Context: an optimization exercise on an open-source flow, tuned for small area and a short achievable clock period. The choices shown serve that exercise and are no tape-out recipe. At most, simulation tests tie the RTL to the original design; equivalence was not proved. Only the layout flow was run in runs 3 to 5; the RTL was not checked for function there. No activity file was given, so power comes from the tool's default toggle rates.

===== config.mk =====
export PLATFORM = sky130hd
export DESIGN_NAME = dipole
export DESIGN_NICKNAME = dipole
export VERILOG_FILES = /design/flow/design.v
export SDC_FILE = /design/flow/constraint.sdc
export NUM_CORES = 4
export LEC_CHECK = 0
export CAP_MARGIN = 20
export CORE_MARGIN = 2
export CORE_UTILIZATION = 40
export SLEW_MARGIN = 20

===== constraint.sdc =====
create_clock -name core_clock -period 400.0 [get_ports {clk_in}]
set_input_delay 80.0000 -clock core_clock [delete_from_list [all_inputs] [get_ports {clk_in}]]
set_output_delay 80.0000 -clock core_clock [all_outputs]
set_load 0.01 [all_outputs]

===== design.v =====
`timescale 1ns / 1ps
module dipole(clk_in, reset, clk_out, r_vga, g_vga, b_vga, h_sync, v_sync, h_c, v_c, cw, ccw, start, stop, led, led2);
	input clk_in;
	input reset;
	output reg clk_out;
	input cw;
	input ccw;
	input start;
	input stop;
	output [7:0] r_vga;
	output [7:0] g_vga;
	output [7:0] b_vga;
	output reg h_sync;
	output reg v_sync;
	output [9:0] h_c;
	output [9:0] v_c;
	output led;
	output led2;
	reg [9:0] h_count;
	reg [9:0] v_count;
	reg [2:0] vm5;    
	reg [2:0] vd5;    
	assign h_c = h_count;
	assign v_c = v_count;
	wire h_last = h_count[9] & h_count[8] & (&h_count[4:0]);    
	wire v_last = v_count[9] & v_count[3] & v_count[2];         
	wire h_step = !clk_out;
	wire v_step = h_step && h_last;
	always @ (posedge clk_in)
		if (reset)
			clk_out <= 1'b0;
		else
			clk_out <= ~clk_out;
	always @ (posedge clk_in)
		begin
			if (reset)
				begin
					h_count <= 0;
					v_count <= 0;
					vm5 <= 0;
					vd5 <= 0;
				end
			else if (h_step)
				begin
					if (h_last)
						begin
							h_count <= 0;
							if (v_last)
								v_count <= 0;
							else
								v_count <= v_count + 1'b1;
							if (vm5[2])
								begin
									vm5 <= 0;
									vd5 <= vd5[2] ? 3'd0 : vd5 + 1'b1;
								end
							else
								vm5 <= vm5 + 1'b1;
						end
					else
						h_count <= h_count + 1'b1;
				end
		end
	always @ (posedge clk_in)
		begin
			if (reset)
				begin
					h_sync <= 1'b1;
					v_sync <= 1'b1;
				end
			else
				begin
					if (h_step)
						h_sync <= ~(h_count >= 655 && h_count < 751);
					else
						h_sync <= ~(h_count >= 656 && h_count < 752);
					if (v_step)
						v_sync <= ~(v_count >= 489 && v_count < 491);
					else
						v_sync <= ~(v_count >= 490 && v_count < 492);
				end
		end
	wire vga_out = (h_count < 640) && (v_count < 480);
	wire tick_b = h_step && (
		(vm5 == 3'd0 && h_count == 10'd497) ||
		(vm5 == 3'd1 && h_count == 10'd697) ||
		(vm5 == 3'd3 && h_count == 10'd97) ||
		(vm5 == 3'd4 && h_count == 10'd297));
	wire tick_circle = tick_b && (vm5 == 3'd0 || vm5 == 3'd3);
	wire tick_mixed = tick_b && vm5 == 3'd1 && vd5 == 3'd2;
	reg on;
	reg rst;
	assign led = on;
	assign led2 = rst;
	always @ (posedge clk_in)
		begin
			if (reset)
				begin
					on <= 0;
					rst <= 0;
				end
			else if (!start)
				begin
					on <= 1;
					rst <= 0;
				end
			else if (!stop)
				begin
					on <= 0;
					rst <= 1;
				end
		end
	reg [2:0] block_rand;
	reg [4:0] second;
	always @ (posedge clk_in)
		begin
			if (reset)
				begin
					block_rand <= 0;
					second <= 0;
				end
			else if (tick_mixed)
				begin
					block_rand <= block_rand + 3'd3;
					if (on)
						second <= second + 1'b1;
					else if (rst)
						second <= 0;
				end
		end
	reg [9:0] top_screen;
	reg [1:0] state;
	reg [2:0] pat;
	reg pv;
	always @ (posedge clk_in)
		begin
			if (reset)
				top_screen <= 0;
			else if (tick_b)
				case (state)
					2'd0: top_screen <= 0;
					2'd1: top_screen <= top_screen + 10'd3;
					2'd2: top_screen <= top_screen + 10'd6;
					2'd3: top_screen <= top_screen + 10'd9;
				endcase
		end
	always @ (posedge clk_in)
		begin
			if (reset)
				begin
					pat <= 0;
					pv <= 0;
				end
			else if (top_screen < 20)
				begin
					pat <= block_rand;
					pv <= 1;
				end
		end
	wire b1r = (pat == 0) || (pat == 2) || (pat == 4) || (pat == 7);
	reg [1:0] b3x, b4x;
	always @*
		begin
			case (pat)
				3'd0: begin b3x = 2'd1; b4x = 2'd1; end
				3'd1: begin b3x = 2'd2; b4x = 2'd0; end
				3'd2: begin b3x = 2'd2; b4x = 2'd0; end
				3'd3: begin b3x = 2'd0; b4x = 2'd2; end
				3'd4: begin b3x = 2'd0; b4x = 2'd2; end
				3'd5: begin b3x = 2'd1; b4x = 2'd1; end
				3'd6: begin b3x = 2'd1; b4x = 2'd2; end
				default: begin b3x = 2'd0; b4x = 2'd1; end
			endcase
		end
	reg bs;
	reg [3:0] bi;
	reg be;
	reg [6:0] ball_y;
	always @*
		case (bi)
			4'd0, 4'd14: ball_y = be ? 7'd0 : 7'd1;
			4'd1, 4'd13: ball_y = be ? 7'd25 : 7'd37;
			4'd2, 4'd12: ball_y = 7'd49;
			4'd3, 4'd11: ball_y = 7'd58;
			4'd4, 4'd10: ball_y = 7'd64;
			4'd5, 4'd9:  ball_y = 7'd68;
			default:     ball_y = 7'd70;
		endcase
	wire [2:0] bk = bi[3] ? bi[2:0] + 3'd1 : ~bi[2:0];    
	wire [6:0] ball_x = {bk, 1'b0} + {bk, 3'b000};
	wire at_left = (bi == 0);
	wire at_right = (bi == 14);
	wire [3:0] bi_inc = bi + 1'b1;
	wire [3:0] bi_dec = bi - 1'b1;
	wire [5:0] st_cw = at_left ? {1'b0, 4'd1, 1'b1} : at_right ? {1'b1, 4'd13, 1'b1} :
		{bs, bs ? bi_dec : bi_inc, 1'b0};
	wire [5:0] st_ccw = at_left ? {1'b1, 4'd1, 1'b1} : at_right ? {1'b0, 4'd13, 1'b1} :
		{bs, bs ? bi_inc : bi_dec, 1'b0};
	always @ (posedge clk_in)
		begin
			if (reset)
				begin
					bs <= 0;
					bi <= 0;
					be <= 1;
				end
			else if (tick_circle)
				begin
					if (!cw)
						{bs, bi, be} <= st_cw;
					else if (!ccw)
						{bs, bi, be} <= st_ccw;
				end
		end
	wire [2:0] cp = h_count[2:0];
	wire cball = cp[0];
	wire [1:0] cblk = cp[2:1];
	wire [3:0] cix = cball ? 4'd14 - bi : bi;    
	wire cup = bs ^ cball;                        
	reg [1:0] cbx;
	always @*
		case (cblk)
			2'd0: cbx = b1r ? 2'd2 : 2'd0;
			2'd1: cbx = b1r ? 2'd0 : 2'd2;
			2'd2: cbx = b3x;
			default: cbx = b4x;
		endcase
	reg cxhit;
	always @*
		if (!cblk[1])
			cxhit = (cbx == 2'd0) ? (cix <= 8) : (cix >= 8);
		else
			case (cbx)
				2'd0: cxhit = (cix <= 3);
				2'd1: cxhit = (cix >= 6 && cix <= 10);
				default: cxhit = (cix >= 13);
			endcase
	wire [9:0] cu = cup ? top_screen - ball_y : top_screen + ball_y;
	reg cyhit;
	always @*
		case (cblk)
			2'd0: cyhit = (cu >= 470 && cu <= 530);
			2'd1: cyhit = (cu >= 620 && cu <= 680);
			2'd2: cyhit = (cu >= 770 && cu <= 830);
			default: cyhit = (cu >= 870 && cu <= 930);
		endcase
	wire chit = pv && cxhit && cyhit;
	reg cacc, coll;
	always @ (posedge clk_in)
		begin
			if (reset)
				begin
					cacc <= 0;
					coll <= 0;
				end
			else if (cp == 3'd7 && !clk_out)
				begin
					coll <= cacc || chit;
					cacc <= 0;
				end
			else
				cacc <= cacc || chit;
		end
	always @ (posedge clk_in)
		begin
			if (reset)
				state <= 0;
			else if (on)
				begin
					if (coll)
						state <= 0;
					else if (second <= 5)
						state <= 1;
					else if (second <= 15)
						state <= 2;
					else
						state <= 3;
				end
			else if (rst)
				state <= 0;
		end
	function hwin;
		input [9:0] h;
		input wide;
		input [1:0] bx;
		begin
			if (wide)
				hwin = (bx == 0) ? (h >= 180 && h <= 320) : (h >= 320 && h <= 460);
			else
				case (bx)
					2'd0: hwin = (h >= 230 && h <= 270);
					2'd1: hwin = (h >= 300 && h <= 340);
					default: hwin = (h >= 370 && h <= 410);
				endcase
		end
	endfunction
	wire [9:0] vz = v_count - top_screen;
	wire vw1 = (vz >= 904 && vz <= 944) && (top_screen >= 120 && top_screen <= 644);
	wire vw2 = (vz >= 754 && vz <= 794) && (top_screen >= 270 && top_screen <= 794);
	wire vw3 = (vz >= 604 && vz <= 644) && (top_screen >= 420 && top_screen <= 944);
	wire vw4 = (vz >= 504 && vz <= 544) && (top_screen >= 520 || top_screen <= 20);
	wire blocks = pv && (
		(hwin(h_count, 1'b1, b1r ? 2'd2 : 2'd0) && vw1) ||
		(hwin(h_count, 1'b1, b1r ? 2'd0 : 2'd2) && vw2) ||
		(hwin(h_count, 1'b0, b3x) && vw3) ||
		(hwin(h_count, 1'b0, b4x) && vw4));
	wire xneg = (h_count < 320);
	wire [6:0] dx7 = {~h_count[6], h_count[5:0]};           
	wire [6:0] cax = xneg ? -dx7 : dx7;                      
	wire xnear = (h_count >= 235 && h_count <= 405);
	wire yneg = (v_count < 400);
	wire [6:0] dy7 = v_count[6:0] - 7'd16;                   
	wire [6:0] cay = yneg ? -dy7 : dy7;                      
	wire ynear = (v_count >= 315 && v_count <= 485);
	reg [6:0] ring_lo, ring_hi;
	always @*
		case (cay)
			7'd0: begin ring_lo = 7'd69; ring_hi = 7'd71; end
			7'd1: begin ring_lo = 7'd69; ring_hi = 7'd70; end
			7'd2: begin ring_lo = 7'd69; ring_hi = 7'd70; end
			7'd3: begin ring_lo = 7'd69; ring_hi = 7'd70; end
			7'd4: begin ring_lo = 7'd69; ring_hi = 7'd70; end
			7'd5: begin ring_lo = 7'd69; ring_hi = 7'd70; end
			7'd6: begin ring_lo = 7'd69; ring_hi = 7'd70; end
			7'd7: begin ring_lo = 7'd69; ring_hi = 7'd70; end
			7'd8: begin ring_lo = 7'd69; ring_hi = 7'd70; end
			7'd9: begin ring_lo = 7'd69; ring_hi = 7'd70; end
			7'd10: begin ring_lo = 7'd69; ring_hi = 7'd70; end
			7'd11: begin ring_lo = 7'd69; ring_hi = 7'd70; end
			7'd12: begin ring_lo = 7'd68; ring_hi = 7'd69; end
			7'd13: begin ring_lo = 7'd68; ring_hi = 7'd69; end
			7'd14: begin ring_lo = 7'd68; ring_hi = 7'd69; end
			7'd15: begin ring_lo = 7'd68; ring_hi = 7'd69; end
			7'd16: begin ring_lo = 7'd68; ring_hi = 7'd69; end
			7'd17: begin ring_lo = 7'd67; ring_hi = 7'd68; end
			7'd18: begin ring_lo = 7'd67; ring_hi = 7'd68; end
			7'd19: begin ring_lo = 7'd67; ring_hi = 7'd68; end
			7'd20: begin ring_lo = 7'd67; ring_hi = 7'd68; end
			7'd21: begin ring_lo = 7'd66; ring_hi = 7'd67; end
			7'd22: begin ring_lo = 7'd66; ring_hi = 7'd67; end
			7'd23: begin ring_lo = 7'd66; ring_hi = 7'd67; end
			7'd24: begin ring_lo = 7'd65; ring_hi = 7'd66; end
			7'd25: begin ring_lo = 7'd65; ring_hi = 7'd66; end
			7'd26: begin ring_lo = 7'd64; ring_hi = 7'd66; end
			7'd27: begin ring_lo = 7'd64; ring_hi = 7'd65; end
			7'd28: begin ring_lo = 7'd64; ring_hi = 7'd65; end
			7'd29: begin ring_lo = 7'd63; ring_hi = 7'd64; end
			7'd30: begin ring_lo = 7'd63; ring_hi = 7'd64; end
			7'd31: begin ring_lo = 7'd62; ring_hi = 7'd63; end
			7'd32: begin ring_lo = 7'd62; ring_hi = 7'd63; end
			7'd33: begin ring_lo = 7'd61; ring_hi = 7'd62; end
			7'd34: begin ring_lo = 7'd61; ring_hi = 7'd62; end
			7'd35: begin ring_lo = 7'd60; ring_hi = 7'd61; end
			7'd36: begin ring_lo = 7'd59; ring_hi = 7'd61; end
			7'd37: begin ring_lo = 7'd59; ring_hi = 7'd60; end
			7'd38: begin ring_lo = 7'd58; ring_hi = 7'd59; end
			7'd39: begin ring_lo = 7'd57; ring_hi = 7'd59; end
			7'd40: begin ring_lo = 7'd57; ring_hi = 7'd58; end
			7'd41: begin ring_lo = 7'd56; ring_hi = 7'd57; end
			7'd42: begin ring_lo = 7'd55; ring_hi = 7'd57; end
			7'd43: begin ring_lo = 7'd54; ring_hi = 7'd56; end
			7'd44: begin ring_lo = 7'd54; ring_hi = 7'd55; end
			7'd45: begin ring_lo = 7'd53; ring_hi = 7'd54; end
			7'd46: begin ring_lo = 7'd52; ring_hi = 7'd54; end
			7'd47: begin ring_lo = 7'd51; ring_hi = 7'd53; end
			7'd48: begin ring_lo = 7'd50; ring_hi = 7'd52; end
			7'd49: begin ring_lo = 7'd49; ring_hi = 7'd51; end
			7'd50: begin ring_lo = 7'd48; ring_hi = 7'd50; end
			7'd51: begin ring_lo = 7'd47; ring_hi = 7'd49; end
			7'd52: begin ring_lo = 7'd46; ring_hi = 7'd48; end
			7'd53: begin ring_lo = 7'd45; ring_hi = 7'd47; end
			7'd54: begin ring_lo = 7'd43; ring_hi = 7'd46; end
			7'd55: begin ring_lo = 7'd42; ring_hi = 7'd44; end
			7'd56: begin ring_lo = 7'd41; ring_hi = 7'd43; end
			7'd57: begin ring_lo = 7'd39; ring_hi = 7'd42; end
			7'd58: begin ring_lo = 7'd38; ring_hi = 7'd40; end
			7'd59: begin ring_lo = 7'd36; ring_hi = 7'd39; end
			7'd60: begin ring_lo = 7'd35; ring_hi = 7'd37; end
			7'd61: begin ring_lo = 7'd33; ring_hi = 7'd36; end
			7'd62: begin ring_lo = 7'd31; ring_hi = 7'd34; end
			7'd63: begin ring_lo = 7'd29; ring_hi = 7'd32; end
			7'd64: begin ring_lo = 7'd26; ring_hi = 7'd30; end
			7'd65: begin ring_lo = 7'd24; ring_hi = 7'd28; end
			7'd66: begin ring_lo = 7'd21; ring_hi = 7'd26; end
			7'd67: begin ring_lo = 7'd17; ring_hi = 7'd23; end
			7'd68: begin ring_lo = 7'd12; ring_hi = 7'd20; end
			7'd69: begin ring_lo = 7'd0; ring_hi = 7'd16; end
			7'd70: begin ring_lo = 7'd0; ring_hi = 7'd11; end
			7'd71: begin ring_lo = 7'd0; ring_hi = 7'd0; end
			default: begin ring_lo = 7'd127; ring_hi = 7'd0; end
		endcase
	wire circle = xnear && ynear && (cax >= ring_lo) && (cax <= ring_hi) && (cax <= 71);
	wire red_sx = (bi >= 7) ? !xneg : xneg;      
	wire red_sy = bs ? !yneg : yneg;             
	wire [7:0] tx = {1'b0, cax} - {1'b0, ball_x};
	wire [7:0] ty = {1'b0, cay} - {1'b0, ball_y};
	wire nx_ok = (tx[7:4] == 4'h0) || (tx[7:4] == 4'hf && tx[3:0] != 0);
	wire ny_ok = (ty[7:4] == 4'h0) || (ty[7:4] == 4'hf && ty[3:0] != 0);
	wire [3:0] nx = tx[7] ? -tx[3:0] : tx[3:0];
	wire [3:0] ny = ty[7] ? -ty[3:0] : ty[3:0];
	wire fx_ok = (ball_x == 0) ? (cax <= 15) : (ball_x == 10) && (cax <= 5);
	wire fy_ok = (ball_y == 0) ? (cay <= 15) : (ball_y == 1) && (cay <= 14);
	wire [3:0] fx = (ball_x == 0) ? cax[3:0] : cax[3:0] + 4'd10;
	wire [3:0] fy = (ball_y == 0) ? cay[3:0] : cay[3:0] + 4'd1;
	function disc;
		input [3:0] ax;
		input [3:0] ay;
		reg [3:0] lim;
		begin
			case (ay)
				4'd0: lim = 15;
				4'd1, 4'd2, 4'd3, 4'd4, 4'd5: lim = 14;
				4'd6, 4'd7: lim = 13;
				4'd8, 4'd9: lim = 12;
				4'd10: lim = 11;
				4'd11: lim = 10;
				4'd12: lim = 9;
				4'd13: lim = 7;
				4'd14: lim = 5;
				default: lim = 0;
			endcase
			disc = (ax <= lim);
		end
	endfunction
	wire redball = xnear && ynear &&
		(red_sx ? nx_ok : fx_ok) && (red_sy ? ny_ok : fy_ok) &&
		disc(red_sx ? nx : fx, red_sy ? ny : fy);
	wire blueball = xnear && ynear &&
		(red_sx ? fx_ok : nx_ok) && (red_sy ? fy_ok : ny_ok) &&
		disc(red_sx ? fx : nx, red_sy ? fy : ny);
	wire fixed_white =
		(h_count<=49 && h_count>=42 && v_count>=20 && v_count<=21) ||
		(h_count<=51 && h_count>=50 && v_count>=22 && v_count<=29) ||
		(h_count<=51 && h_count>=50 && v_count>=32 && v_count<=39) ||
		(h_count<=49 && h_count>=42 && v_count>=60 && v_count<=61) ||
		(h_count<=51 && h_count>=50 && v_count>=62 && v_count<=69) ||
		(h_count<=51 && h_count>=50 && v_count>=72 && v_count<=79) ||
		(h_count<=49 && h_count>=42 && v_count>=80 && v_count<=81) ||
		(h_count<=41 && h_count>=40 && v_count>=72 && v_count<=79) ||
		(h_count<=41 && h_count>=40 && v_count>=62 && v_count<=69) ||
		(h_count<=69 && h_count>=62 && v_count>=60 && v_count<=61) ||
		(h_count<=71 && h_count>=70 && v_count>=62 && v_count<=69) ||
		(h_count<=71 && h_count>=70 && v_count>=72 && v_count<=79) ||
		(h_count<=69 && h_count>=62 && v_count>=80 && v_count<=81) ||
		(h_count<=61 && h_count>=60 && v_count>=72 && v_count<=79) ||
		(h_count<=61 && h_count>=60 && v_count>=62 && v_count<=69) ||
		(h_count<=32 && h_count>=20 && v_count>=20 && v_count<=22) ||
		(h_count<=27 && h_count>=25 && v_count>=22 && v_count<=42) ||
		(h_count<=32 && h_count>=20 && v_count>=60 && v_count<=62) ||
		(h_count<=22 && h_count>=20 && v_count>=62 && v_count<=70) ||
		(h_count<=32 && h_count>=20 && v_count>=70 && v_count<=72) ||
		(h_count<=32 && h_count>=30 && v_count>=72 && v_count<=80) ||
		(h_count<=32 && h_count>=20 && v_count>=80 && v_count<=82);
	wire seg_def1 = (second != 1);
	wire seg_a2 = !(second == 1 || second == 4);
	wire seg_b2 = !(second == 5 || second == 6);
	wire seg_c2 = !(second == 2);
	wire seg_d2 = !(second == 4 || second == 7);
	wire seg_e2 = !(second == 3 || second == 4 || second == 5 || second == 7 || second == 9);
	wire seg_f2 = !(second == 2 || second == 3 || second == 7);
	wire seg_g2 = (second >= 2 && second <= 6) || second == 8 || second == 9;
	wire digits =
		(seg_def1 && ((h_count<=49 && h_count>=42 && v_count>=40 && v_count<=41) ||
			(h_count<=41 && h_count>=40 && v_count>=32 && v_count<=39) ||
			(h_count<=41 && h_count>=40 && v_count>=22 && v_count<=29))) ||
		(seg_a2 && (h_count<=69 && h_count>=62 && v_count>=20 && v_count<=21)) ||
		(seg_b2 && (h_count<=71 && h_count>=70 && v_count>=22 && v_count<=29)) ||
		(seg_c2 && (h_count<=71 && h_count>=70 && v_count>=32 && v_count<=39)) ||
		(seg_d2 && (h_count<=69 && h_count>=62 && v_count>=40 && v_count<=41)) ||
		(seg_e2 && (h_count<=61 && h_count>=60 && v_count>=32 && v_count<=39)) ||
		(seg_f2 && (h_count<=61 && h_count>=60 && v_count>=22 && v_count<=29)) ||
		(seg_g2 && (h_count<=69 && h_count>=62 && v_count>=30 && v_count<=31));
	reg blocks_q, red_q, blue_q, white_q;
	always @ (posedge clk_in)
		begin
			if (reset)
				{blocks_q, red_q, blue_q, white_q} <= 4'b0;
			else
				begin
					blocks_q <= blocks;
					red_q <= redball;
					blue_q <= blueball;
					white_q <= circle || fixed_white || digits;
				end
		end
	reg r_q, g_q, b_q;
	always @ (posedge clk_in)
		begin
			if (reset || !vga_out)
				{r_q, g_q, b_q} <= 3'b0;
			else
				begin
					r_q <= !blocks_q && (red_q || (!blue_q && white_q));
					g_q <= blocks_q || (!red_q && !blue_q && white_q);
					b_q <= !blocks_q && !red_q && (blue_q || white_q);
				end
		end
	assign r_vga = {8{r_q}};
	assign g_vga = {8{g_q}};
	assign b_vga = {8{b_q}};
endmodule

===== flow/run.sh =====
#!/bin/bash
# Own layout flow: the standard synthesis, then the combinational logic is
# mapped again with a stronger ABC script (the flip-flops, their names and cell
# types are kept as the standard synthesis made them), then the standard
# layout from that netlist.
set -euo pipefail
W=$(pwd)
R=$W/orfs/results/$FLOW_PLATFORM/dipole/base
L=$W/orfs/logs/$FLOW_PLATFORM/dipole/base
LIB=$FLOW_HOME/platforms/$FLOW_PLATFORM/lib/sky130_fd_sc_hd__tt_025C_1v80.lib
YOSYS=$(command -v yosys || echo "$FLOW_HOME/../tools/install/yosys/bin/yosys")

bash standard.sh synth > "$W/flow_synth.log" 2>&1
cp -p "$R/1_2_yosys.v" "$W/standard_1_2_yosys.v"

# the platform's don't-use cells, as the standard synthesis passed them to ABC
DONTUSE=$(grep -o -- "-dont_use [A-Za-z0-9_]*" "$L/1_2_yosys.log" | sort -u | tr '\n' ' ')

LIB="$LIB" IN="$W/standard_1_2_yosys.v" OUT="$W/resyn_1_2_yosys.v" \
  ABCSCRIPT="$W/flow/resyn.abc" DONTUSE="$DONTUSE" \
  "$YOSYS" -c "$W/flow/resyn.tcl" > "$W/flow_resyn.log" 2>&1

cp "$W/resyn_1_2_yosys.v" "$R/1_2_yosys.v"
touch "$R/1_2_yosys.v"

bash standard.sh > "$W/flow_layout.log" 2>&1

===== flow/resyn.abc =====
strash
&get -n
&deepsyn -T 60
&put
&get -n
&dch -f
&nf -R 1000
&put

===== flow/resyn.tcl =====
# Map the combinational logic of the standard synthesis's netlist again,
# keeping every flip-flop instance (name and cell type) as it is.
yosys -import
set lib $::env(LIB)
read_liberty -ignore_miss_func $lib
foreach m {dfxtp_1 dfxtp_2 dfxtp_4 dfrtp_1 dfrtp_2 dfrtp_4 dfstp_1 dfstp_2 dfstp_4
           dfxbp_1 dfxbp_2 dfrbp_1 dfrbp_2 dfsbp_1 dfsbp_2 dfbbn_1 dfbbn_2 dfbbp_1
           dfrtn_1 edfxtp_1 edfxbp_1 dlxtp_1 dlxtn_1 dlxtn_2 dlxtn_4 dlxbn_1 dlxbn_2
           dlxbp_1 dlrtp_1 dlrtp_2 dlrtp_4 dlrtn_1 dlrtn_2 dlrtn_4 dlrbn_1 dlrbn_2
           dlrbp_1 dlrbp_2 sdfxtp_1 sdfxtp_2 sdfxtp_4 conb_1} {
  catch { blackbox sky130_fd_sc_hd__$m }
}
read_verilog $::env(IN)
hierarchy -check -top dipole
flatten
opt_clean -purge
tee -o $::env(OUT).before.stat stat
abc -script $::env(ABCSCRIPT) -liberty $lib {*}$::env(DONTUSE)
opt_clean -purge
setundef -zero
hilomap -singleton -hicell sky130_fd_sc_hd__conb_1 HI -locell sky130_fd_sc_hd__conb_1 LO
insbuf -buf sky130_fd_sc_hd__buf_4 A X
splitnets
opt_clean -purge
tee -o $::env(OUT).stat stat -liberty $lib
# the cells' own models (from read_liberty) are not written, only the design
write_verilog -noattr -nohex -nodec $::env(OUT)

===== standard.sh =====
#!/bin/bash
# synth_recipe.tcl (not shown) runs the flow's synth.tcl, then flattens the netlist and writes it again
# the make line also repeats each setting of config.mk as NAME=value (left out here)
make -C /OpenROAD-flow-scripts/flow DESIGN_CONFIG=/design/flow/config.mk WORK_HOME=/design/flow/orfs CLKGATE_MAP_FILE= SYNTH_SCRIPT=/design/flow/synth_recipe.tcl "${@:-finish}"

==> notes.md, run 1 <==
| Parameter | Value |
|:---|:---|
| Unrepaired setup endpoints after global routing | no |
| Resized Gates After CTS | 0 |
| Worst path required time | 400,290 ps |
| Clock Path Buffers | 2 |
| Clock-pin slew reported for the worst setup and hold paths after clock tree synthesis | 70 ps |
| Max FO, Critical Path | 26 |
| Number of clock sinks | 70 |
| Number of detailed-route iterations in the first pass | 9 |
| Data arrival time of the critical path | 82,710 ps |
| Endpoint kind of the worst setup timing path | flip-flop |
| Final Cycle Share | 0.206 |
| Path category of the worst min-delay check | flip-flop to flip-flop |
| Ratio of cells with drive above 1 in the final layout | 0.0274 |
| Number of placed instances with taps included | 1,304 |
| Biggest cell delay along the critical path | 430 ps |
| Htree depth | 3 |
| Largest net degree at the start of global routing | 29 |
| Root Buffer Master | clkbuf_16 |
| Number of max-slew violations in the final report | 0 |
| Via count | 7,942 |
| ANT nets after route | 0 |
| Period minus WS final | 82,420 ps |
| Num CTS Buffers | 9 |
| Final setup violation count | 0 |
| Post-Route Hold Slack | 464 ps |
| Worst setup path category | primary input to flip-flop |
| Number of cells on the worst reg-to-reg path | 25 |
| Post-Place Cell Area | 7670 sq um |
| Post-Syn Area | 7080 sq um |
| Post-route design area | 7970 sq um |
| Top Family by Delay on Critical Path | compound AO/OA/AOI/OAI gates |
| Startpoint of the most critical hold path | block_rand[2]$_SDFFE_PP0P_ |
| Power density relative to cell area | 2.37 nW/um^2 |
| Clock insertion delay at the later pin of the skew report | 350 ps |
| Die Y | 137 microns |
| Number of antenna violations at the first check in global routing | 0 |
| Number of filler instances in the final layout | 1,781 |
| Mean area per synthesized cell | 6.71 sq um |
| Max frequency | 0.0121 GHz |
| Worst clock skew | 10.6 ps |
| Ratio of routed vias to standard cells | 6.02 |
| Io pins | 55 |
| VDD IR max | 0.00214 mV |
| Static Leak | 2.69 nW |
| Last weighted congestion value of the routability-driven placer | 0.946 |
| Number of standard cells in the layout, taps in and fillers out | 1,320 |
| Cells along the critical path | clkdlybuf4s50_1 -> buf_4 -> nor2_1 -> nand2_1 -> nor4_1 -> o2111ai_1 -> a31oi_1 -> o21ai_0 -> a221o_1 -> nor2_1 -> o221ai_1 -> a31o_1 -> a31oi_1 |
| Cts hold-fix bufs | 0 |
| Aggregate global routing overflow | 0 |
| Status | finished clean |
| Warnings from Yosys | 1 |
| 1st-iter DRT viols | 958 |
| Core Rows | 48 |
| Final Total Pwr | 0.0189 mW |
| WL final | 23,500 microns |
| Width of the die | 137 microns |
| WL/cell | 17.8 microns |
| Via count of the first global-routing pass | 6,966 |
| Number of instances in the synthesized netlist | 1,055 |
| Hold path endpoint | block_rand[2]$_SDFFE_PP0P_ |
| Area growth from synthesis to final layout | 12.6% |
| Nets@finish | 1,096 |
| Syn_nets | 1,061 |
| Post-CTS setup-driven buffer insertion count | 0 |
| Final Hold Fails | 0 |
| Post-DP HPWL | 17,700 microns |
| Global-route total usage across every layer | 0.252 |
| # diodes | 0 |
| Slowest cell on crit path | nor4_1 |
| Terminus of the critical flop-to-flop path | coll$_SDFFE_PP0P_ |
| Area of the placeable core | 17,300 sq um |
| Initial core utilization | 0.409 |
| Critical path buffer and inverter count | 2 |
| Relative max-transition margin | 0.411 |
| Transition time at the pin with the least slew margin | 873 ps |
| I/O Buffers | 54 |
| Flop2flop setup slack | 393,750 ps |
| First-pass GRT wire length | 37,300 microns |
| Area of the die | 18,800 sq um |
| Hold-critical path depth | 1 |
| Critical Path Start Type | primary input |
| Number of max-cap violations | 0 |
| CTS tree | done |
| Startpoint of the most critical register-to-register path | bi[3]$_SDFFE_PP0P_ |
| Total negative setup slack | 0 ps |
| Remaining routing DRC violations | 0 |
[worst reg2reg max path: stages, from the launching register on]
cell and delay [ps]:
dfxtp_1 610, xor2_1 350, nand2b_1 200, o21ai_0 140, nor2_1 660, o22ai_1 480, nor2_1 300, nor2_1 120
nor2_1 370, o21ai_0 140, o211ai_1 130, o2111ai_1 160, xnor2_1 480, o21ai_0 230, nor2b_1 180, a21oi_1 190
a21oi_1 140, and2_0 200, nor2_1 120, xnor2_1 190, nand2b_1 150, a21oi_1 60, o2111ai_1 180, nor2_1 60
a21oi_1 180, o21ai_0 100
[metrics by stage]
stage	setup slack (ps)	util
after global placement	317330	0.444
after detailed placement	317230	0.444
after CTS	317600	0.461
after global routing	317350	0.461
after floorplan	318310	-
final	317580	0.461
[worst max-delay path by stage]
stage	start	endpoint	slack, ps	cells past startpoint
floorplan	reset	red_q$_SDFF_PP0_	318310	11
global placement	reset	red_q$_SDFF_PP0_	317330	13
detailed placement	reset	red_q$_SDFF_PP0_	317230	13
CTS	reset	red_q$_SDFF_PP0_	317600	13
global route	reset	red_q$_SDFF_PP0_	317350	13
finish	reset	red_q$_SDFF_PP0_	317580	13
[layout make-up]
cell class / count / area, sq um / area share
inverter: 28 / 105 / 0.0132
clock inverter: 7 / 67.6 / 0.00848
timing repair buffer: 68 / 646 / 0.0810
sequential: 70 / 1400 / 0.176
clock buffer: 9 / 225 / 0.0283
multi-input combinational: 913 / 5240 / 0.658
tap: 225 / 282 / 0.0353
[power by group]
part	switching, mW	internal (mW)	total (mW)
Sequential	0.000195	0.00708	0.00727
Clock	0.00386	0.00440	0.00826
Combinational	0.00208	0.00125	0.00334
[flip-flops by register name, indices dropped and copies added, names as in the netlist, 2 cells and up]
register	cells
bi	4
block_rand	3
h_count	10
pat	3
second	5
state	2
top_screen	10
v_count	10
vd5	3
vm5	3
[layout by cell type, fill, tap and decap left out, types with 9 or more instances in the layout]
cell type / instances
a21oi_1: 113
o21ai_0: 70
nand2b_1: 16
o211ai_1: 9
clkbuf_16: 9
a31oi_1: 16
buf_4: 14
nand4_1: 10
nand3_1: 35
a211oi_1: 16
and3_1: 14
nor3_1: 44
a21o_1: 9
nand2_1: 120
nor4_1: 10
xnor2_1: 72
clkdlybuf4s50_1: 54
nor2b_1: 14
xor2_1: 26
o22ai_1: 12
and2_0: 16
nor2_1: 165
dfxtp_1: 70
clkinv_1: 28
[metal layers]
metal  GRT usage  vias to the layer above  wire (microns)
met3      0.0315                       44            1350
li1            -                     3908               -
met1       0.347                     3671           10900
met2       0.405                      319           10500
met4      0.0830                        0             653
met5           0                        -               0
==> run 2, diff against run 1 <==
--- a/flow/run.sh
+++ b/flow/run.sh
@@ -25,2 +25,3 @@
 
-bash standard.sh > "$W/flow_layout.log" 2>&1
+# ports get the smallest buffer rather than a delay cell
+bash standard.sh "BUFFER_PORTS_ARGS=-buffer_cell sky130_fd_sc_hd__buf_1" finish > "$W/flow_layout.log" 2>&1
--- a/config.mk
+++ b/config.mk
@@ -9,3 +9,5 @@
 export CORE_MARGIN = 2
-export CORE_UTILIZATION = 40
+export CORE_UTILIZATION = 60
+export CTS_BUF_LIST = sky130_fd_sc_hd__clkbuf_2 sky130_fd_sc_hd__clkbuf_4
+export PLACE_DENSITY = 0.7
 export SLEW_MARGIN = 20
==> notes.md, run 2 <==
| Parameter | Value |
|:---|:---|
| Number of clock sinks | 70 |
| Slowest cell on crit path | nor4_1 |
| Worst setup path category | primary input to flip-flop |
| Post-Place Cell Area | 7200 sq um |
| Number of antenna violations at the first check in global routing | 0 |
| Most common library cell in the layout ignoring fill and taps | nor2_1 |
| Clock insertion delay at the later pin of the skew report | 470 ps |
| Relative max-transition margin | 0.364 |
| # diodes | 0 |
| Initial core utilization | 0.617 |
| Ratio of cells with drive above 1 in the final layout | 0.0193 |
| Data arrival time of the critical path | 82,460 ps |
| Unrepaired setup endpoints after global routing | no |
| Worst clock skew | 19.0 ps |
| First-pass GRT wire length | 35,500 microns |
| Final Cycle Share | 0.205 |
| Max frequency | 0.0122 GHz |
| Max FO, Critical Path | 26 |
| Nets@finish | 1,091 |
| Area of the placeable core | 11,500 sq um |
| Transition time at the pin with the least slew margin | 950 ps |
| Flop2flop setup slack | 393,140 ps |
| Area of the die | 12,700 sq um |
| Post-Syn Area | 7080 sq um |
| Sequential cell area | 1400 sq um |
| Total negative setup slack | 0 ps |
| Warnings from Yosys | 1 |
| Via count of the first global-routing pass | 6,894 |
| Cts hold-fix bufs | 0 |
| Num CTS Buffers | 9 |
| Largest net degree at the start of global routing | 30 |
| Number of max-cap violations | 0 |
| WL/cell | 17.8 microns |
| Cells along the critical path | buf_1 -> buf_4 -> nor2_1 -> nand2_1 -> nor4_1 -> o2111ai_1 -> a31oi_1 -> o21ai_0 -> a221o_1 -> nor2_1 -> o221ai_1 -> a31o_1 -> a31oi_1 |
| Area growth from synthesis to final layout | 3.39% |
| Io pins | 55 |
| Final setup violation count | 0 |
| Post-CTS setup-driven buffer insertion count | 0 |
| ANT nets after route | 0 |
| Ratio of routed vias to standard cells | 6.48 |
| Most frequent cells in the layout | nor2_1, nand2_1, a21oi_1 |
| Largest registers | h_count (10), top_screen (10), v_count (10) |
| 1st-iter DRT viols | 1,097 |
| Global-route total usage across every layer | 0.345 |
| Core Rows | 39 |
| Die Y | 113 microns |
| Syn_nets | 1,061 |
| Resized Gates After CTS | 0 |
| Path category of the worst min-delay check | flip-flop to flip-flop |
| Clock-pin slew reported for the worst setup and hold paths after clock tree synthesis | 120 ps |
| Root Buffer Master | clkbuf_4 |
| CTS tree | done |
| Period minus WS final | 82,050 ps |
| WL final | 22,000 microns |
| VDD IR max | 0.00238 mV |
| Power density relative to cell area | 2.04 nW/um^2 |
| Post-DP HPWL | 16,400 microns |
| Last weighted congestion value of the routability-driven placer | 0.978 |
| Number of instances in the synthesized netlist | 1,055 |
| Endpoint kind of the worst setup timing path | flip-flop |
| I/O Buffers | 54 |
| Number of detailed-route iterations in the first pass | 6 |
| Htree depth | 3 |
| Width of the die | 113 microns |
| Clock Path Buffers | 2 |
| Biggest cell delay along the critical path | 510 ps |
| Mean area per synthesized cell | 6.71 sq um |
| Final Hold Fails | 0 |
| Static Leak | 2.46 nW |
| Post-route design area | 7320 sq um |
| Status | finished clean |
| Footprint of the multi-input gates | 5240 sq um |
| Number of filler instances in the final layout | 1,143 |
| Critical Path Start Type | primary input |
| Worst path required time | 400,410 ps |
| Remaining routing DRC violations | 0 |
| Via count | 7,987 |
| Aggregate global routing overflow | 0 |
| Number of max-slew violations in the final report | 0 |
run 2: stage by stage:
stage	utilization	total power [mW]	worst slack [ps]	hold WS (ps)	instances
4_1_cts	0.638	0.0150	318030	467	1232
5_1_grt	0.638	0.0157	317800	499	1232
6_report	0.638	0.0150	317950	468	1232
3_5_place_dp	0.628	0.0106	317540	453	1217
3_3_place_gp	0.628	0.0106	317580	438	1217
2_1_floorplan	-	0.00983	318310	424	1055
run 2: cell type report:
type,count,area share
flip-flops and latches,70,0.191
well taps,143,0.0244
clock buffers,9,0.00923
multi-input cells,913,0.716
inverters,28,0.0144
repair buffers,63,0.0369
clock inverters,6,0.00735
run 2: path summary, 6_finish.rpt:
kind | startpoint | end | cells past startpoint
max | reset | red_q$_SDFF_PP0_ | 13
min | block_rand[2]$_SDFFE_PP0P_ | block_rand[2]$_SDFFE_PP0P_ | 1
max reg2reg | bi[0]$_SDFFE_PP0P_ | coll$_SDFFE_PP0P_ | 24
min reg2reg | block_rand[2]$_SDFFE_PP0P_ | block_rand[2]$_SDFFE_PP0P_ | 1
run 2: critical path: cells and delay by family:
| kind | cells | cell delay, ps |
|---|---|---|
| compound gates | 7 | 1260 |
| buf+inv | 2 | 300 |
| simple gates | 4 | 890 |
run 2: power breakdown:
part / leakage, nW / internal, mW / switching, mW
Combinational: 1.83 / 0.00116 / 0.00210
Clock: 0.0643 / 0.00179 / 0.00264
Sequential: 0.566 / 0.00708 / 0.000189
Total: 2.46 / 0.0100 / 0.00493
run 2: metal layers:
metal	vias to the layer above	global-route usage	wire length, microns
met5	-	0	0
met4	0	0.166	1070
met3	84	0.0610	1940
met2	416	0.527	9490
met1	3587	0.469	9480
li1	3900	-	-
==> run 3, diff against run 2 <==
--- a/design.v
+++ b/design.v
@@ -188,12 +188,44 @@
 		endcase
-	wire [2:0] bk = bi[3] ? bi[2:0] + 3'd1 : ~bi[2:0];    
-	wire [6:0] ball_x = {bk, 1'b0} + {bk, 3'b000};
-	wire at_left = (bi == 0);
-	wire at_right = (bi == 14);
-	wire [3:0] bi_inc = bi + 1'b1;
-	wire [3:0] bi_dec = bi - 1'b1;
-	wire [5:0] st_cw = at_left ? {1'b0, 4'd1, 1'b1} : at_right ? {1'b1, 4'd13, 1'b1} :
-		{bs, bs ? bi_dec : bi_inc, 1'b0};
-	wire [5:0] st_ccw = at_left ? {1'b1, 4'd1, 1'b1} : at_right ? {1'b0, 4'd13, 1'b1} :
-		{bs, bs ? bi_inc : bi_dec, 1'b0};
+	reg [6:0] ball_x;
+	always @*
+		case (bi)
+			4'd0, 4'd14: ball_x = 7'd70;
+			4'd1, 4'd13: ball_x = 7'd60;
+			4'd2, 4'd12: ball_x = 7'd50;
+			4'd3, 4'd11: ball_x = 7'd40;
+			4'd4, 4'd10: ball_x = 7'd30;
+			4'd5, 4'd9:  ball_x = 7'd20;
+			4'd6, 4'd8:  ball_x = 7'd10;
+			default:     ball_x = 7'd0;
+		endcase
+	reg n_bs;
+	reg [3:0] n_bi;
+	reg n_be;
+	wire right = bs ? (cw && !ccw) : !cw;
+	always @*
+		begin
+			n_bs = bs;
+			n_bi = bi;
+			n_be = be;
+			if (!cw || !ccw)
+				begin
+					if (bi == 0)
+						begin
+							n_bi = 1;
+							n_bs = cw;
+							n_be = 1;
+						end
+					else if (bi == 14)
+						begin
+							n_bi = 13;
+							n_bs = !cw;
+							n_be = 1;
+						end
+					else
+						begin
+							n_bi = right ? bi + 1'b1 : bi - 1'b1;
+							n_be = 0;
+						end
+				end
+		end
 	always @ (posedge clk_in)
@@ -208,6 +240,5 @@
 				begin
-					if (!cw)
-						{bs, bi, be} <= st_cw;
-					else if (!ccw)
-						{bs, bi, be} <= st_ccw;
+					bs <= n_bs;
+					bi <= n_bi;
+					be <= n_be;
 				end
--- a/flow/run.sh
+++ b/flow/run.sh
@@ -25,3 +25,2 @@
 
-# ports get the smallest buffer rather than a delay cell
-bash standard.sh "BUFFER_PORTS_ARGS=-buffer_cell sky130_fd_sc_hd__buf_1" finish > "$W/flow_layout.log" 2>&1
+bash standard.sh > "$W/flow_layout.log" 2>&1
--- a/config.mk
+++ b/config.mk
@@ -9,5 +9,3 @@
 export CORE_MARGIN = 2
-export CORE_UTILIZATION = 60
-export CTS_BUF_LIST = sky130_fd_sc_hd__clkbuf_2 sky130_fd_sc_hd__clkbuf_4
-export PLACE_DENSITY = 0.7
+export CORE_UTILIZATION = 40
 export SLEW_MARGIN = 20
==> notes.md, run 3 <==
| Parameter | Value |
|:---|:---|
| Area of the die | 19,300 sq um |
| Biggest cell delay along the critical path | 590 ps |
| Root Buffer Master | clkbuf_16 |
| Warnings from Yosys | 1 |
| Core Rows | 49 |
| Worst clock skew | 10.0 ps |
| Htree depth | 3 |
| Die Y | 139 microns |
| Final setup violation count | 0 |
| Max FO, Critical Path | 23 |
| Relative max-transition margin | 0.242 |
| Period minus WS final | 82,120 ps |
| Most frequent cells in the layout | nor2_1, nand2_1, o21ai_0 |
| Number of detailed-route iterations in the first pass | 5 |
| Beginning of the critical path | reset |
| WL/cell | 18.0 microns |
| Last weighted congestion value of the routability-driven placer | 0.960 |
| Width of the die | 139 microns |
| Slowest cell on crit path | a2111oi_0 |
| Critical Path Start Type | primary input |
| Power density relative to cell area | 2.48 nW/um^2 |
| Number of placed instances with taps included | 1,331 |
| Status | finished clean |
| Post-route design area | 8230 sq um |
| ANT nets after route | 0 |
| Post-Place Cell Area | 7920 sq um |
| Startpoint of the most critical register-to-register path | v_count[6]$_SDFFE_PP0P_ |
| Post-Route Hold Slack | 455 ps |
| Path category of the worst min-delay check | flip-flop to flip-flop |
| Max frequency | 0.0122 GHz |
| Number of max-cap violations | 0 |
| Number of instances in the synthesized netlist | 1,072 |
| Syn_nets | 1,078 |
| Largest net degree at the start of global routing | 24 |
| Via count of the first global-routing pass | 7,316 |
| Final Total Pwr | 0.0204 mW |
| Area of the placeable core | 17,900 sq um |
| Clock insertion delay at the later pin of the skew report | 360 ps |
| Post-Syn Area | 7270 sq um |
| Ratio of cells with drive above 1 in the final layout | 0.0322 |
| Ratio of routed vias to standard cells | 6.10 |
| Unrepaired setup endpoints after global routing | no |
| Most common library cell in the layout ignoring fill and taps | nor2_1 |
| CTS tree | done |
| Remaining routing DRC violations | 0 |
| Transition time at the pin with the least slew margin | 1130 ps |
| Data arrival time of the critical path | 82,400 ps |
| Cts hold-fix bufs | 0 |
| Number of filler instances in the final layout | 1,898 |
| Total negative setup slack | 0 ps |
| Aggregate global routing overflow | 0 |
| Resized Gates After CTS | 0 |
| Post-route worst setup slack | 317,880 ps |
| I/O Buffers | 54 |
| Post-CTS setup-driven buffer insertion count | 0 |
| Largest registers | h_count (10), top_screen (10), v_count (10) |
| WL final | 24,300 microns |
| Endpoint kind of the worst setup timing path | flip-flop |
| Post-route core utilization | 0.460 |
| Initial core utilization | 0.406 |
| Via count | 8,216 |
| Global-route total usage across every layer | 0.244 |
| Post-DP HPWL | 18,000 microns |
| Number of antenna violations at the first check in global routing | 0 |
| 1st-iter DRT viols | 897 |
| Worst path required time | 400,290 ps |
| Number of clock sinks | 76 |
| Nets@finish | 1,119 |
| Number of max-slew violations in the final report | 0 |
| Io pins | 55 |
| Startpoint of the most critical hold path | block_rand[2]$_SDFFE_PP0P_ |
| Num CTS Buffers | 9 |
| Mean area per synthesized cell | 6.78 sq um |
| Cells along the critical path | clkdlybuf4s50_1 -> buf_4 -> nor2_1 -> o21ai_0 -> or4_1 -> a2111oi_0 -> o221ai_1 -> a21oi_1 |
| Static Leak | 2.86 nW |
| Clock Path Buffers | 2 |
| # diodes | 0 |
| Number of standard cells in the layout, taps in and fillers out | 1,347 |
| Final Cycle Share | 0.205 |
| VDD IR max | 0.00244 mV |
| Area growth from synthesis to final layout | 13.1% |
| Worst setup timing slack at the placement stage | 317,520 ps |
| Clock-pin slew reported for the worst setup and hold paths after clock tree synthesis | 70 ps |
| First-pass GRT wire length | 38,600 microns |
| Worst setup path category | primary input to flip-flop |
| Final Hold Fails | 0 |
-- run 3: cell type report --
class                           instances  area (sq um)  share of cell area
Timing Repair Buffer                   74           691              0.0840
Clock inverter                          7          81.3             0.00989
Multi-Input combinational cell        926          5320               0.647
Inverter                               26          97.6              0.0119
Tap cell                              229           287              0.0348
Clock buffer                            9           225              0.0274
Sequential cell                        76          1520               0.185
-- run 3: worst max-delay path, delay by kind of cell --
kind | cells | cell delay (ps)
AO/OA/AOI/OAI | 4 | 1090
buffers and inverters | 2 | 610
AND/OR/NAND/NOR | 2 | 700
-- run 3: worst paths after layout --
path | depth (start not counted) | end | slack (ps)
max reg2reg | 26 | blue_q$_SDFF_PP0_ | 394160
max | 8 | red_q$_SDFF_PP0_ | 317880
min reg2reg | 1 | block_rand[2]$_SDFFE_PP0P_ | 450
min | 1 | block_rand[2]$_SDFFE_PP0P_ | 450
-- run 3: layer usage --
layer / up-vias / part of all wire / GRT usage
li1: 3967 / - / -
met1: 3800 / 0.45 / 0.340
met2: 378 / 0.44 / 0.381
met3: 71 / 0.077 / 0.0470
met4: 0 / 0.032 / 0.0813
met5: - / 0 / 0
-- run 3: power breakdown --
part           switching [mW]  internal (mW)
Clock                 0.00365        0.00492
Combinational         0.00229        0.00151
Sequential           0.000277        0.00777
Total                 0.00621         0.0142
==> run 4, diff against run 3 <==
==> run.sh (new file) <==
#!/bin/bash
# synth_recipe.tcl (not shown) runs the flow's synth.tcl, then flattens the netlist and writes it again
# the make line also repeats each setting of config.mk as NAME=value (left out here)
make -C /OpenROAD-flow-scripts/flow DESIGN_CONFIG=/design/flow/config.mk WORK_HOME=/design/flow/orfs CLKGATE_MAP_FILE= SYNTH_SCRIPT=/design/flow/synth_recipe.tcl finish
--- a/config.mk
+++ b/config.mk
@@ -9,3 +9,4 @@
 export CORE_MARGIN = 2
-export CORE_UTILIZATION = 40
+export CORE_UTILIZATION = 65
+export PLACE_DENSITY = 0.75
 export SLEW_MARGIN = 20
removed: flow/run.sh
removed: flow/resyn.abc
removed: flow/resyn.tcl
removed: standard.sh
==> notes.md, run 4 <==
| Parameter | Value |
|:---|:---|
| Width of the die | 131 microns |
| Hold-critical path depth | 1 |
| Worst clock skew | 7.89 ps |
| Comb pwr share | 0.261 |
| Number of filler instances in the final layout | 1,356 |
| Final setup violation count | 0 |
| Static Leak | 4.37 nW |
| Switching power of the nets | 0.00733 mW |
| Area of the die | 17,100 sq um |
| Clock-pin slew reported for the worst setup and hold paths after clock tree synthesis | 70 ps |
| Post-CTS setup-driven buffer insertion count | 0 |
| Yosys top cell area share | 0.145 |
| Resized Gates After CTS | 0 |
| Number of detailed-route iterations in the first pass | 7 |
| Largest cells by area after synthesis | dfxtp_1, ha_1, a21oi_1 |
| I/O Buffers | 54 |
| Clock power frac | 0.391 |
| Sequential group share of total power | 0.348 |
| Seq/Total Area, Yosys | 0.145 |
| Number of max-cap violations | 0 |
| Post-DP HPWL | 22,200 microns |
| Post-synth EDFFs | 0 |
| Htree depth | 3 |
| Hold path endpoint | b_q$_SDFF_PP0_ |
| Transition time at the pin with the least slew margin | 1040 ps |
| Critical Path Start Type | primary input |
| WL final | 30,200 microns |
| Num CTS Buffers | 9 |
| Clock insertion delay at the later pin of the skew report | 360 ps |
| Final Total Pwr | 0.0224 mW |
| Last weighted congestion value of the routability-driven placer | 0.987 |
| Nets@finish | 1,552 |
| Sequential cell area | 1520 sq um |
| Final Cycle Share | 0.206 |
| Unrepaired setup endpoints after global routing | no |
| Number of placed instances with taps included | 1,635 |
| Root Buffer Master | clkbuf_16 |
| CTS tree | done |
| 1st-iter DRT viols | 1,511 |
| Number of clock sinks | 76 |
| Number of antenna violations at the first check in global routing | 0 |
| WL/cell | 18.3 microns |
| Core Rows | 46 |
| Endpoint kind of the worst setup timing path | flip-flop |
| Io pins | 55 |
| Proportion of total power due to net switching | 0.327 |
| Number of instances in the synthesized netlist | 1,456 |
| Post-route design area | 11,200 sq um |
| Syn_nets | 1,578 |
| Largest net degree at the start of global routing | 58 |
| Number of max-slew violations in the final report | 0 |
| Leading cell type by number of instances after synthesis | nor2_1 |
| Startpoint of the most critical register-to-register path | v_count[0]$_SDFFE_PP0P_ |
| Area of the placeable core | 15,800 sq um |
| ANT nets after route | 0 |
| Dominant synthesized flop cell | dfxtp_1 |
| Mean area per synthesized cell | 7.18 sq um |
| Post-Syn Area | 10,500 sq um |
| Total negative setup slack | 0 ps |
| Flop2flop setup slack | 393,700 ps |
| Max FO, Critical Path | 5 |
| Relative max-transition margin | 0.305 |
| Power density relative to cell area | 2.00 nW/um^2 |
| Data arrival time of the critical path | 82,490 ps |
| Footprint of the multi-input gates | 8150 sq um |
| Clock Path Buffers | 2 |
| Status | finished clean |
| Aggregate global routing overflow | 0 |
| Ratio of routed vias to standard cells | 6.63 |
| Internal power | 0.0151 mW |
| Number of flip-flops and latches in the synthesized netlist | 76 |
| Terminus of the critical flop-to-flop path | red_q$_SDFF_PP0_ |
| Biggest area consumer among synthesized cells | dfxtp_1 |
| # diodes | 0 |
| Ratio of cells with drive above 1 in the final layout | 0.0516 |
| Remaining routing DRC violations | 0 |
| Most common library cell in the layout ignoring fill and taps | nor2_1 |
| Initial core utilization | 0.661 |
| Worst setup path category | primary input to flip-flop |
| Path category of the worst min-delay check | flip-flop to flip-flop |
| Post-Place Cell Area | 10,900 sq um |
| Via count | 10,900 |
| Global-route total usage across every layer | 0.351 |
| Cts hold-fix bufs | 0 |
| First-pass GRT wire length | 48,000 microns |
| Period minus WS final | 82,240 ps |
| Post-synth ARST share | 0 |
| Number of standard cells in the layout, taps in and fillers out | 1,651 |
| Area growth from synthesis to final layout | 6.89% |
| Synth cell count leaders | nor2_1, a21oi_1, ha_1, nand2_1, o21ai_0 |
| Distinct cell type count of the synthesized netlist | 89 |
| Largest registers | h_count (10), top_screen (10), v_count (10) |
| Via count of the first global-routing pass | 9,627 |
| VDD IR max | 0.00201 mV |
| Worst path required time | 400,250 ps |
| Most frequent cells in the layout | nor2_1, a21oi_1, ha_1 |
| Die Y | 131 microns |
| Final Hold Fails | 0 |
| Warnings from Yosys | 1 |
| Startpoint of the most critical hold path | red_q$_SDFF_PP0_ |
| Number of cells on the worst reg-to-reg path | 22 |
| Max frequency | 0.0122 GHz |
-- run 4: worst max path at each step --
stage,startpoint,end,slack (ps),cells past startpoint
2_1_floorplan,cw,ball_x[2]$_DFF_P_,318140,9
3_3_place_gp,cw,ball_x[2]$_DFF_P_,317510,10
3_5_place_dp,cw,ball_x[3]$_DFF_P_,317430,11
4_1_cts,cw,ball_x[3]$_DFF_P_,317810,11
5_1_grt,cw,ball_x[3]$_DFF_P_,317570,11
6_report,cw,ball_x[2]$_DFF_P_,317760,10
-- run 4: critical path, stage by stage --
cell and delay, ps:
clkdlybuf4s50_1 470, o21ai_0 460, xor2_1 200, nor3_1 60
a21oi_1 330, nor2_1 140, inv_1 170, ha_1 260
nor2b_1 130, a211o_1 260
-- run 4: logic make-up after synthesis --
group,share of synthesized area
flops,0.145
buf+inv,0.0763
fa+ha+maj,0.142
simple gates,0.242
mux,0.0451
compound gates,0.279
xor+xnor,0.0698
-- run 4: metrics by stage --
step | utilization | worst slack (ps) | hold WS [ps]
4_1_cts | 0.706 | 317810 | 472
3_5_place_dp | 0.687 | 317430 | 465
5_1_grt | 0.706 | 317570 | 488
6_report | 0.706 | 317760 | 472
3_3_place_gp | 0.687 | 317510 | 451
2_1_floorplan | - | 318140 | 422
-- run 4: routing by layer --
metal | part of all wire | vias to the layer above | wire, microns | track usage
li1 | - | 5241 | - | -
met2 | 0.46 | 528 | 14000 | 0.574
met4 | 0.033 | 0 | 993 | 0.156
met5 | 0 | - | 0 | 0
met1 | 0.43 | 5094 | 13100 | 0.463
met3 | 0.070 | 82 | 2110 | 0.0497
-- run 4: layout make-up --
type,instances,share of cell area
multi-input combinational,1196,0.729
sequential,76,0.136
timing repair buffer,68,0.0573
inverter,79,0.0265
tap,216,0.0242
clock buffer,11,0.0217
clock inverter,5,0.00548
-- run 4: power by group through the flow --
stage	registers, mW	logic [mW]	clock network [mW]
2_1_floorplan	0.00788	0.00441	0
3_3_place_gp	0.00796	0.00561	0
3_5_place_dp	0.00796	0.00575	0
4_1_cts	0.00779	0.00579	0.00875
5_1_grt	0.00780	0.00656	0.00902
6_report	0.00780	0.00585	0.00875
==> run 5, diff against run 4 <==
--- a/config.mk
+++ b/config.mk
@@ -9,4 +9,3 @@
 export CORE_MARGIN = 2
-export CORE_UTILIZATION = 65
-export PLACE_DENSITY = 0.75
+export CORE_UTILIZATION = 40
 export SLEW_MARGIN = 20
==> notes.md, run 5 <==
| Parameter | Value |
|:---|:---|
| Number of flip-flops and latches in the synthesized netlist | 76 |
| Syn_nets | 1,578 |
| Final Total Pwr | 0.0215 mW |
| Worst setup path category | primary input to flip-flop |
| Post-CTS setup-driven buffer insertion count | 0 |
| Transition time at the pin with the least slew margin | 1070 ps |
| Top Family by Delay on Critical Path | simple AND/OR/NAND/NOR gates |
| Seq/Total Area, Yosys | 0.145 |
| Cells along the critical path | clkdlybuf4s50_1 -> a211o_1 -> or2_1 -> nor3_1 -> a21oi_1 -> nor2_1 -> inv_1 -> ha_1 -> or2_2 -> a21oi_1 -> a211oi_1 |
| Period minus WS final | 82,210 ps |
| Biggest area consumer among synthesized cells | dfxtp_1 |
| Width of the die | 166 microns |
| Post-synth ARST share | 0 |
| Startpoint of the most critical hold path | vm5[1]$_SDFFE_PP0P_ |
| Area of the placeable core | 25,800 sq um |
| Status | finished clean |
| Last weighted congestion value of the routability-driven placer | 0.871 |
| Unrepaired setup endpoints after global routing | no |
| WL/cell | 17.9 microns |
| Cell occurring most often along the worst timing path | a21oi_1 |
| VDD IR max | 0.00205 mV |
| Largest cells by area after synthesis | dfxtp_1, ha_1, a21oi_1 |
| Path category of the worst min-delay check | flip-flop to flip-flop |
| Ratio of cells with drive above 1 in the final layout | 0.0497 |
| Startpoint of the most critical register-to-register path | v_count[0]$_SDFFE_PP0P_ |
| Via count | 10,500 |
| Die Y | 166 microns |
| Static Leak | 4.36 nW |
| Leading cell type by number of instances after synthesis | nor2_1 |
| Distinct cell type count of the synthesized netlist | 89 |
| Slowest cell on crit path | clkdlybuf4s50_1 |
| CTS tree | done |
| Max frequency | 0.0122 GHz |
| Flop2flop setup slack | 393,380 ps |
| Total negative setup slack | 0 ps |
| Global-route total usage across every layer | 0.228 |
| Number of max-slew violations in the final report | 0 |
| Clock-pin slew reported for the worst setup and hold paths after clock tree synthesis | 60 ps |
| Number of antenna violations at the first check in global routing | 0 |
| Clock insertion delay at the later pin of the skew report | 360 ps |
| Number of max-cap violations | 0 |
| Io pins | 55 |
| Terminus of the critical flop-to-flop path | red_q$_SDFF_PP0_ |
| Most frequent cells in the layout | nor2_1, a21oi_1, ha_1 |
| WL final | 31,700 microns |
| Hold-critical path depth | 2 |
| Most common library cell in the layout ignoring fill and taps | nor2_1 |
| I/O Buffers | 54 |
| Number of instances in the synthesized netlist | 1,456 |
| ANT nets after route | 0 |
| Aggregate global routing overflow | 0 |
| Via count of the first global-routing pass | 9,730 |
| Area of the die | 27,500 sq um |
| Final Hold Fails | 0 |
| Number of detailed-route iterations in the first pass | 5 |
| Biggest cell delay along the critical path | 470 ps |
| Power density relative to cell area | 1.91 nW/um^2 |
| Number of clock sinks | 76 |
| Worst path required time | 400,210 ps |
| Number of cells on the worst reg-to-reg path | 22 |
| Largest registers | h_count (10), top_screen (10), v_count (10) |
| Resized Gates After CTS | 0 |
| Final setup violation count | 0 |
| Worst clock skew | 13.5 ps |
| Post-Syn Area | 10,500 sq um |
| Critical Path Start Type | primary input |
| Core Rows | 59 |
| Yosys top cell area share | 0.145 |
| Max FO, Critical Path | 5 |
| Num CTS Buffers | 9 |
| Relative max-transition margin | 0.287 |
| Ratio of routed vias to standard cells | 5.98 |
| Mean area per synthesized cell | 7.18 sq um |
| First-pass GRT wire length | 52,000 microns |
| Dominant synthesized flop cell | dfxtp_1 |
| # diodes | 0 |
| Htree depth | 3 |
| Nets@finish | 1,548 |
| Critical path buffer and inverter count | 2 |
| Endpoint kind of the worst setup timing path | flip-flop |
| Final Cycle Share | 0.206 |
| Remaining routing DRC violations | 0 |
| Area growth from synthesis to final layout | 7.88% |
| Data arrival time of the critical path | 82,410 ps |
| Root Buffer Master | clkbuf_16 |
| Largest net degree at the start of global routing | 58 |
| Hold path endpoint | vm5[1]$_SDFFE_PP0P_ |
| Cts hold-fix bufs | 0 |
| Clock Path Buffers | 2 |
| Post-synth EDFFs | 0 |
| Initial core utilization | 0.405 |
| Warnings from Yosys | 1 |
| Synth cell count leaders | nor2_1, a21oi_1, ha_1, nand2_1, o21ai_0 |
| Post-DP HPWL | 23,700 microns |
| 1st-iter DRT viols | 953 |
run 5: worst max path at each step:
stage          from           endpoint  slack [ps]  cells past startpoint
2_1_floorplan    cw  ball_x[2]$_DFF_P_      318140                      9
3_3_place_gp     cw  ball_x[2]$_DFF_P_      317490                     10
3_5_place_dp     cw  ball_x[3]$_DFF_P_      317430                     11
4_1_cts          cw  ball_x[3]$_DFF_P_      317800                     11
5_1_grt          cw  ball_x[3]$_DFF_P_      317580                     11
6_report         cw  ball_x[3]$_DFF_P_      317790                     11
run 5: power by group:
group	internal [mW]	leakage, nW	switching (mW)
registers	0.00764	0.614	0.000249
clock network	0.00450	0.138	0.00344
logic	0.00239	3.61	0.00329
total	0.0145	4.36	0.00698
run 5: area by class of cell:
cell class / count / area, sq um
well taps: 335 / 419
fillers: 2653 / 14600
clock buffers: 11 / 253
inverters: 79 / 297
repair buffers: 64 / 611
multi-input cells: 1196 / 8160
flip-flops and latches: 76 / 1520
clock inverters: 3 / 22.5
run 5: logic make-up after synthesis:
kind of cell,synth area share
adders and majority gates,0.142
AOI/OAI and AO/OA,0.279
and+or+nand+nor,0.242
xor gates and xnor gates,0.0698
muxes,0.0451
DFF,0.145
buffers and inverters,0.0763
run 5: worst reg2reg max path, cell delays in order (launching register included):
cell and delay [ps]:
dfxtp_1 960, inv_2 390, ha_1 610, a221oi_1 430, xnor2_1 170, buf_4 300
inv_1 320, ha_1 460, nand2_1 70, a21o_1 180, a31oi_1 340, mux2i_1 190
mux2i_1 480, ha_1 240, nand2_1 50, o211a_1 220, ha_1 290, nor2b_1 130
o21ai_0 130, nand2b_1 70, a21oi_1 150, a41o_1 140, and4_1 240
run 5: metal layers:
layer / GRT usage / vias to the layer above / wire length [microns]
met4: 0.0563 / 0 / 377
met3: 0.0327 / 30 / 1860
met1: 0.316 / 4940 / 14500
met2: 0.373 / 351 / 14900
li1: - / 5226 / -
met5: 0 / - / 0
run 5: per-stage QoR:
step	hold slack (ps)	util	area [sq um]	cells	worst slack [ps]
global placement	460	0.426	11000	1750	317490
global route	506	0.437	11300	1764	317580
finish	480	0.437	11300	1764	317790
detailed placement	469	0.426	11000	1750	317430
CTS	479	0.437	11300	1764	317800
floorplan	422	-	10500	1456	318140

## re-timing with driven ports
Ports are ideal in the flow. The routed layouts listed here were re-timed in OpenROAD.
Step 1 assumes that a clkbuf_16 drives the clock port and a buf_2 every other input.
Step 2 times the ports against the registers' clock, not the clock port: input delays grow and output delays shrink by t, the midpoint of the rising clock arrivals with the driver on.
a / b / c = ideal ports / drivers / drivers and shift; a / b = the first two.
run	shift t [ns]	setup slack, ns	worst setup path at the end	clock arrival spread, ns	cell pins on the clock port's net
run 1	0.393	317.580 / 317.603 / 317.210	input to register	0.011 / 0.011	1
run 2	0.498	317.951 / 317.967 / 317.469	input to register	0.019 / 0.019	1
run 3	0.394	317.882 / 317.905 / 317.511	input to register	0.010 / 0.010	1
run 4	0.405	317.762 / 317.789 / 317.384	input to register	0.008 / 0.008	1
run 5	0.397	317.794 / 317.821 / 317.424	input to register	0.014 / 0.014	1
After both steps setup and hold are still met in every run listed. The setup slack of run 2, which loses most, moves by +0.016 ns with the drivers and by -0.482 ns with both steps.
